Source: an optimization exercise on an open RTL-to-GDS flow (aim: small area, a short achievable clock period and few clock cycles). Production flows keep margins and buffers that such runs may drop. At most, simulation tests tie the RTL to the original design; equivalence was not proved. The flow treats the clock pin as an ideal source. Dropping or thinning the clock tree relies on that and would not hold on a real chip. No activity file was given, so power comes from the tool's default toggle rates.

==> inputs of try-harbor <==
==> flow/design.v <==
`timescale 1ns/10ps
module LBP(  clk,reset,gray_addr,gray_req,gray_ready,gray_data,lbp_addr,lbp_valid,lbp_data,finish );
input           clk;
input           reset;
input           gray_ready;
input   [7:0]   gray_data;
output          gray_req;
output          lbp_valid;
output          finish;
output  [7:0]   lbp_data;
output  [13:0]  gray_addr;
output  [13:0]  lbp_addr;
reg             gray_req;    
reg             run;         
reg             lbp_valid;
reg             finish;
reg     [7:0]   lbp_data;
reg     [13:0]  lbp_addr;
reg     [6:0]   row;
reg     [6:0]   col;
reg     [2:0]   j;           
reg             eol;         
reg             lastrow;     
assign gray_addr = {row, col};
reg     [7:0]   p1, p2, p3, p4, p5, p6, p7, p8, p9;
reg             q1;
reg     [2:0]   q2, q3, q4, q5, q6, q7, q8;
reg     [3:0]   q9;
reg             b3;          
wire    [7:0]   x = gray_data;
function [1:0] cmpl;
    input [7:0] a;
    input [7:0] b;
    reg hgt, hlt, lge, lle;
    begin
        hgt = a[7:4] > b[7:4]; hlt = a[7:4] < b[7:4];
        lge = a[3:0] >= b[3:0]; lle = a[3:0] <= b[3:0];
        cmpl = {hgt | (~hlt & lge), hlt | (~hgt & lle)};
    end
endfunction
wire    [1:0]   cx9 = cmpl(x, p9);      
wire            done = eol & lastrow & (col == 7'd127);
always @(posedge clk or posedge reset)
begin
    if (reset) begin
        gray_req  <= 1'b0;
        run       <= 1'b0;
        finish    <= 1'b0;
        lbp_valid <= 1'b0;
    end else begin
        lbp_valid <= run & (j[2] | j[1]) & (row[6:1] != 6'd0);
        if (run) begin
            if (done) begin
                gray_req <= 1'b0;
                run      <= 1'b0;
                finish   <= 1'b1;
            end
        end else if (gray_ready & ~finish) begin
            gray_req <= 1'b1;
            run      <= 1'b1;
        end
    end
end
always @(posedge clk)
begin
    if (~run) begin
        row     <= 7'd0;
        col     <= 7'd0;
        j       <= 3'd0;
        eol     <= 1'b0;
        lastrow <= 1'b0;
    end else begin
        j     <= j + 3'd1;
        eol   <= (j == 3'd6);
        if (eol) begin
            row     <= row + 7'd1;
            lastrow <= (row == 7'd126);
            col     <= lastrow ? col - 7'd1 : col - 7'd7;
        end else
            col     <= col + 7'd1;
    end
end
always @(posedge clk)
begin
    p1 <= x;  p2 <= p1; p3 <= p2; p4 <= p3; p5 <= p4;
    p6 <= p5; p7 <= p6; p8 <= p7; p9 <= p8;
    q1 <= cx9[0];
    q2 <= {p8 >= p1, p9 >= p1, q1};
    q3 <= q2; q4 <= q3; q5 <= q4; q6 <= q5; q7 <= q6; q8 <= q7;
    q9 <= {p1 >= p8, q8};
    b3 <= p9 >= p8;
    lbp_data <= {cx9[1], p1 >= p9, q9[3], p8 >= p9, b3, q9[2:0]};
    lbp_addr <= {row - 7'd1, col - 7'd1};
end
endmodule
==> flow/flow/run.sh <==
#!/bin/bash
HERE=$(cd "$(dirname "$0")" && pwd)
export PRE_CTS_TCL=$HERE/cts_manual.tcl
export CTS_MANUAL_NROOT=4
export CTS_MANUAL_NLEAF=0
export CTS_MANUAL_ROOTBUF=sky130_fd_sc_hd__clkbuf_16
export CTS_MANUAL_LEAFBUF=sky130_fd_sc_hd__clkbuf_16
export BUFFER_PORTS_ARGS="-buffer_cell sky130_fd_sc_hd__buf_2"
bash standard.sh > standard.log 2>&1
==> flow/flow/cts_manual.tcl <==
# Hand-built balanced clock tree: the clock port drives NROOT buffers; each
# drives NLEAF leaf buffers (or, with NLEAF 0, the registers directly); each
# leaf drives one spatial cluster of the register clock pins. Clusters come
# from recursive bisection of the register positions, so every register sees
# the same number of buffers.
# Estimated clock load (fF) of one cluster driven from its centroid: pin
# capacitance plus wire, the wire taken as proportional to the total
# Manhattan distance of the pins from the centroid (fitted on earlier layouts).
proc mcts_cost {items} {
  set n [llength $items]
  if {$n == 0} { return 0 }
  set sx 0; set sy 0
  foreach s $items { set sx [expr {$sx + [lindex $s 1]}]; set sy [expr {$sy + [lindex $s 2]}] }
  set cx [expr {double($sx)/$n}]; set cy [expr {double($sy)/$n}]
  set st 0
  foreach s $items { set st [expr {$st + abs([lindex $s 1]-$cx) + abs([lindex $s 2]-$cy)}] }
  return [expr {1.75*$n + 0.0258*$st/1000.0}]
}
proc mcts_best {items k} {
  if {$k <= 1 || [llength $items] <= 1} { return [list [mcts_cost $items] [list $items]] }
  set k1 [expr {$k / 2}]
  set k2 [expr {$k - $k1}]
  set n [llength $items]
  set best [list 1e30 {}]
  foreach idx {1 2} {
    set sorted [lsort -integer -index $idx $items]
    set mid [expr {double($n) * $k1 / $k}]
    set lo [expr {max(1, int($mid * 0.8))}]
    set hi [expr {min($n-1, int(ceil($mid * 1.2)))}]
    for {set n1 $lo} {$n1 <= $hi} {incr n1} {
      set l [mcts_best [lrange $sorted 0 [expr {$n1-1}]] $k1]
      if {[lindex $l 0] >= [lindex $best 0]} { continue }
      set r [mcts_best [lrange $sorted $n1 end] $k2]
      set c [expr {max([lindex $l 0], [lindex $r 0])}]
      if {$c < [lindex $best 0]} {
        set best [list $c [concat [lindex $l 1] [lindex $r 1]]]
      }
    }
  }
  return $best
}
proc mcts_split {items k} {
  set b [mcts_best $items $k]
  puts "manual_cts: $k clusters, largest estimated load [format %.1f [lindex $b 0]] fF"
  return [lindex $b 1]
}
proc mcts_buffer {block master name innet items} {
  set sx 0; set sy 0
  foreach s $items { set sx [expr {$sx + [lindex $s 1]}]; set sy [expr {$sy + [lindex $s 2]}] }
  set cx [expr {int($sx / [llength $items])}]
  set cy [expr {int($sy / [llength $items])}]
  set inst [odb::dbInst_create $block $master $name]
  set net [odb::dbNet_create $block "${name}_net"]
  $net setSigType CLOCK
  [$inst findITerm A] connect $innet
  [$inst findITerm X] connect $net
  foreach s $items { set it [lindex $s 0]; $it disconnect; $it connect $net }
  $inst setLocation $cx $cy
  $inst setPlacementStatus PLACED
  return [list [$inst findITerm A] $cx $cy]
}
proc manual_cts {nroot nleaf rootbuf leafbuf} {
  set block [ord::get_db_block]
  set clknet [$block findNet clk]
  set sinks {}
  foreach it [$clknet getITerms] {
    set bb [[$it getInst] getBBox]
    lappend sinks [list $it [expr {([$bb xMin]+[$bb xMax])/2}] [expr {([$bb yMin]+[$bb yMax])/2}]]
  }
  set rm [[ord::get_db] findMaster $rootbuf]
  if {$nleaf == 0} {
    set i 0
    foreach g [mcts_split $sinks $nroot] {
      mcts_buffer $block $rm "clkroot_$i" $clknet $g
      puts "manual_cts: root $i drives [llength $g] registers"
      incr i
    }
  } else {
    set lm [[ord::get_db] findMaster $leafbuf]
    set groups [mcts_split $sinks [expr {$nroot*$nleaf}]]
    set leaves {}
    set i 0
    foreach g $groups {
      lappend leaves [mcts_buffer $block $lm "clkleaf_$i" $clknet $g]
      puts "manual_cts: leaf $i drives [llength $g] registers"
      incr i
    }
    set i 0
    foreach g [mcts_split $leaves $nroot] {
      mcts_buffer $block $rm "clkroot_$i" $clknet $g
      puts "manual_cts: root $i drives [llength $g] leaves"
      incr i
    }
  }
  set_propagated_clock [all_clocks]
}

# cts.tcl calls clock_tree_synthesis right after this hook; build the tree
# by hand instead.
rename clock_tree_synthesis orig_clock_tree_synthesis
proc clock_tree_synthesis {args} {
  manual_cts $::env(CTS_MANUAL_NROOT) $::env(CTS_MANUAL_NLEAF) \
    $::env(CTS_MANUAL_ROOTBUF) $::env(CTS_MANUAL_LEAFBUF)
}
==> flow/standard.sh <==
#!/bin/bash
# synth_recipe.tcl (not shown) runs the flow's synth.tcl, then flattens the netlist and writes it again
# the make line also repeats each setting of config.mk as NAME=value (left out here)
make -C /OpenROAD-flow-scripts/flow DESIGN_CONFIG=/design/flow/config.mk WORK_HOME=/design/flow/orfs CLKGATE_MAP_FILE= SYNTH_SCRIPT=/design/flow/synth_recipe.tcl "${@:-finish}"
==> flow/config.mk <==
export PLATFORM = sky130hd
export DESIGN_NAME = LBP
export DESIGN_NICKNAME = LBP
export VERILOG_FILES = /design/flow/design.v
export SDC_FILE = /design/flow/constraint.sdc
export NUM_CORES = 4
export LEC_CHECK = 0
export CAP_MARGIN = 20
export CORE_MARGIN = 2
export CORE_UTILIZATION = 55
export PLACE_DENSITY = 0.75
export SETUP_SLACK_MARGIN = 2.4
export SLEW_MARGIN = 20
==> flow/constraint.sdc <==
create_clock -name core_clock -period 4.0 [get_ports {clk}]
set_input_delay 0.8000 -clock core_clock [delete_from_list [all_inputs] [get_ports {clk}]]
set_output_delay 0.8000 -clock core_clock [all_outputs]
set_load 0.01 [all_outputs]
==> try-xenon (differences from try-harbor) <==
==> flow/design.v, changed modules only <==
module LBP(  clk,reset,gray_addr,gray_req,gray_ready,gray_data,lbp_addr,lbp_valid,lbp_data,finish );
input           clk;
input           reset;
input           gray_ready;
input   [7:0]   gray_data;
output          gray_req;
output          lbp_valid;
output          finish;
output  [7:0]   lbp_data;
output  [13:0]  gray_addr;
output  [13:0]  lbp_addr;
reg             gray_req;    
reg             run;         
reg             lbp_valid;
reg             finish;
reg     [7:0]   lbp_data;
reg     [13:0]  lbp_addr;
reg     [6:0]   row;
reg     [6:0]   col;
reg     [2:0]   j;           
reg             eol;         
reg             lastrow;     
assign gray_addr = {row, col};
reg     [7:0]   p1, p2, p3, p4, p5, p6, p7, p8, p9;
reg     [2:0]   q1, q2, q3, q4, q5, q6, q7;
reg     [3:0]   q8;
reg     [4:0]   q9;
reg             b3;          
wire    [7:0]   x = gray_data;
wire            done = eol & lastrow & (col == 7'd127);
always @(posedge clk or posedge reset)
begin
    if (reset) begin
        gray_req  <= 1'b0;
        run       <= 1'b0;
        finish    <= 1'b0;
        lbp_valid <= 1'b0;
    end else begin
        lbp_valid <= run & (j[2] | j[1]) & (row[6:1] != 6'd0);
        if (run) begin
            if (done) begin
                gray_req <= 1'b0;
                run      <= 1'b0;
                finish   <= 1'b1;
            end
        end else if (gray_ready & ~finish) begin
            gray_req <= 1'b1;
            run      <= 1'b1;
        end
    end
end
always @(posedge clk)
begin
    if (~run) begin
        row     <= 7'd0;
        col     <= 7'd0;
        j       <= 3'd0;
        eol     <= 1'b0;
        lastrow <= 1'b0;
    end else begin
        j     <= j + 3'd1;
        eol   <= (j == 3'd6);
        if (eol) begin
            row     <= row + 7'd1;
            lastrow <= (row == 7'd126);
            col     <= lastrow ? col - 7'd1 : col - 7'd7;
        end else
            col     <= col + 7'd1;
    end
end
always @(posedge clk)
begin
    p1 <= x;  p2 <= p1; p3 <= p2; p4 <= p3; p5 <= p4;
    p6 <= p5; p7 <= p6; p8 <= p7; p9 <= p8;
    q1 <= {p7 >= x, p8 >= x, p9 >= x};
    q2 <= q1; q3 <= q2; q4 <= q3; q5 <= q4; q6 <= q5; q7 <= q6;
    q8 <= {x >= p7, q7};
    q9 <= {x >= p8, q8};
    b3 <= p9 >= p8;
    lbp_data <= {x >= p9, q9[4:3], p8 >= p9, b3, q9[2:0]};
    lbp_addr <= {row - 7'd1, col - 7'd1};
end
endmodule
==> flow/flow/run.sh (replaced) <==
#!/bin/bash
export CTS_ARGS="-sink_clustering_enable -repair_clock_nets -sink_clustering_size 40 -sink_clustering_max_diameter 100 -dont_use_dummy_load -buf_list sky130_fd_sc_hd__clkbuf_8"
export BUFFER_PORTS_ARGS="-buffer_cell sky130_fd_sc_hd__buf_2"
bash standard.sh > standard.log 2>&1
--- a/flow/config.mk
+++ b/flow/config.mk
@@ -8,6 +8,5 @@
 export CAP_MARGIN = 20
 export CORE_MARGIN = 2
-export CORE_UTILIZATION = 55
-export PLACE_DENSITY = 0.75
-export SETUP_SLACK_MARGIN = 2.4
+export CORE_UTILIZATION = 40
+export SETUP_SLACK_MARGIN = 2.3
 export SLEW_MARGIN = 20
removed: flow/flow/cts_manual.tcl
==> try-willow (differences from try-harbor) <==
==> flow/design.v, changed modules only <==
module LBP(  clk,reset,gray_addr,gray_req,gray_ready,gray_data,lbp_addr,lbp_valid,lbp_data,finish );
input           clk;
input           reset;
input           gray_ready;
input   [7:0]   gray_data;
output          gray_req;
output          lbp_valid;
output          finish;
output  [7:0]   lbp_data;
output  [13:0]  gray_addr;
output  [13:0]  lbp_addr;
reg             gray_req;    
reg             run;         
reg             vld;         
reg             lbp_valid;
reg             finish;
reg     [7:0]   lbp_data;
reg     [13:0]  lbp_addr;
reg     [6:0]   row;
reg     [6:0]   col;
reg     [2:0]   j;           
reg             eol;         
reg             lastrow;     
assign gray_addr = {row, col};
reg     [7:0]   p0, p1, p2, p3, p4, p5, p6, p7, p8, p9;
reg     [2:0]   q1, q2, q3, q4, q5, q6, q7;
reg     [3:0]   q8;
reg     [4:0]   q9;
reg             b3;          
wire            done = eol & lastrow & (col == 7'd127);
function [1:0] cmp;
    input [7:0] a;
    input [7:0] b;
    integer k;
    reg ge, le;
    begin
        ge = 1'b1;
        le = 1'b1;
        for (k = 0; k < 8; k = k + 1) begin
            ge = (a[k] & ~b[k]) | (a[k] & ge) | (~b[k] & ge);
            le = (b[k] & ~a[k]) | (b[k] & le) | (~a[k] & le);
        end
        cmp = {ge, le};
    end
endfunction
wire    [1:0]   c07 = cmp(p0, p7);      
wire    [1:0]   c08 = cmp(p0, p8);
wire    [1:0]   c09 = cmp(p0, p9);
wire    [1:0]   c89 = cmp(p8, p9);      
always @(posedge clk or posedge reset)
begin
    if (reset) begin
        gray_req  <= 1'b0;
        run       <= 1'b0;
        finish    <= 1'b0;
        vld       <= 1'b0;
        lbp_valid <= 1'b0;
    end else begin
        vld       <= run & (j[2] | j[1]) & (row[6:1] != 6'd0);
        lbp_valid <= vld;
        if (vld & ~run)      
            finish <= 1'b1;
        if (run) begin
            if (done) begin
                gray_req <= 1'b0;
                run      <= 1'b0;
            end
        end else if (gray_ready & ~finish & ~vld) begin
            gray_req <= 1'b1;
            run      <= 1'b1;
        end
    end
end
always @(posedge clk)
begin
    if (~run) begin
        row     <= 7'd0;
        col     <= 7'd0;
        j       <= 3'd0;
        eol     <= 1'b0;
        lastrow <= 1'b0;
    end else begin
        j     <= j + 3'd1;
        eol   <= (j == 3'd6);
        if (eol) begin
            row     <= row + 7'd1;
            lastrow <= (row == 7'd126);
            col     <= lastrow ? col - 7'd1 : col - 7'd7;
        end else
            col     <= col + 7'd1;
    end
end
always @(posedge clk)
begin
    p0 <= gray_data;
    p1 <= p0; p2 <= p1; p3 <= p2; p4 <= p3; p5 <= p4;
    p6 <= p5; p7 <= p6; p8 <= p7; p9 <= p8;
    q1 <= {c07[0], c08[0], c09[0]};
    q2 <= q1; q3 <= q2; q4 <= q3; q5 <= q4; q6 <= q5; q7 <= q6;
    q8 <= {c07[1], q7};
    q9 <= {c08[1], q8};
    b3 <= c89[0];
    lbp_data <= {c09[1], q9[4:3], c89[1], b3, q9[2:0]};
    if (j == 3'd0)
        lbp_addr <= {row - 7'd2, (row == 7'd0) ? col : col + 7'd6};
    else
        lbp_addr <= {row - 7'd1, col - 7'd2};
end
endmodule
--- a/flow/flow/run.sh
+++ b/flow/flow/run.sh
@@ -3,5 +3,5 @@
 export PRE_CTS_TCL=$HERE/cts_manual.tcl
 export CTS_MANUAL_NROOT=4
-export CTS_MANUAL_NLEAF=0
+export CTS_MANUAL_NLEAF=2
 export CTS_MANUAL_ROOTBUF=sky130_fd_sc_hd__clkbuf_16
 export CTS_MANUAL_LEAFBUF=sky130_fd_sc_hd__clkbuf_16
--- a/flow/config.mk
+++ b/flow/config.mk
@@ -8,6 +8,5 @@
 export CAP_MARGIN = 20
 export CORE_MARGIN = 2
-export CORE_UTILIZATION = 55
-export PLACE_DENSITY = 0.75
-export SETUP_SLACK_MARGIN = 2.4
+export CORE_UTILIZATION = 60
+export SETUP_SLACK_MARGIN = 2.5
 export SLEW_MARGIN = 20
==> summary of the runs <==
Via count: try-willow is larger than try-harbor (24%).
Sequential share of layout area: try-willow < try-xenon < try-harbor.
The highest clock power belongs to try-willow, the lowest to try-harbor.
Between try-willow and try-xenon, the lower sequential power is in try-xenon (gap about 7%, measured against try-xenon).
Testbench counts of try-harbor, summed over its fixed seeds: cycles 258,060.
Testbench counts of try-xenon, summed over its fixed seeds: cycles 258,060.
The RTL of try-willow was laid out without a check of its function. In try-harbor and try-willow the design's own scripts or RTL, not TritonCTS, make the clock network.

[what the ideal ports hide]
The results above use ideal ports. As a check the final layouts listed here were re-extracted and re-timed, cells and wires unchanged. Step 1 (the two cells are an assumption about what drives the block):
set clk [get_ports {clk}]
set_driving_cell -lib_cell sky130_fd_sc_hd__clkbuf_16 $clk
set_driving_cell -lib_cell sky130_fd_sc_hd__buf_2 [delete_from_list [all_inputs] $clk]
Step 2 adds t to the input delays and takes it off the output delays; t is the mean of the earliest and latest rising clock arrival at the registers after step 1. Input paths then give back, and output paths get back, about the clock's delay inside the block. a / b / c = ideal / step 1 / step 2; a / b = the first two.
run | t (ns) | setup WS [ns] | hold WS [ns] | worst register clock-pin slew, ns
try-harbor | 0.249 | 2.432 / 2.363 / 2.227 | 0.336 / 0.336 / 0.336 | 0.12 / 0.12
try-xenon | 0.454 | 2.268 / 2.236 / 1.974 | 0.245 / 0.232 / 0.311 | 0.08 / 0.08
try-willow | 0.347 | 2.056 / 2.056 / 2.056 | 0.325 / 0.325 / 0.325 | 0.08 / 0.08
After both steps setup and hold are still met in every run listed. The setup slack of try-xenon, which loses most, moves by -0.032 ns with the drivers and by -0.294 ns with both steps.
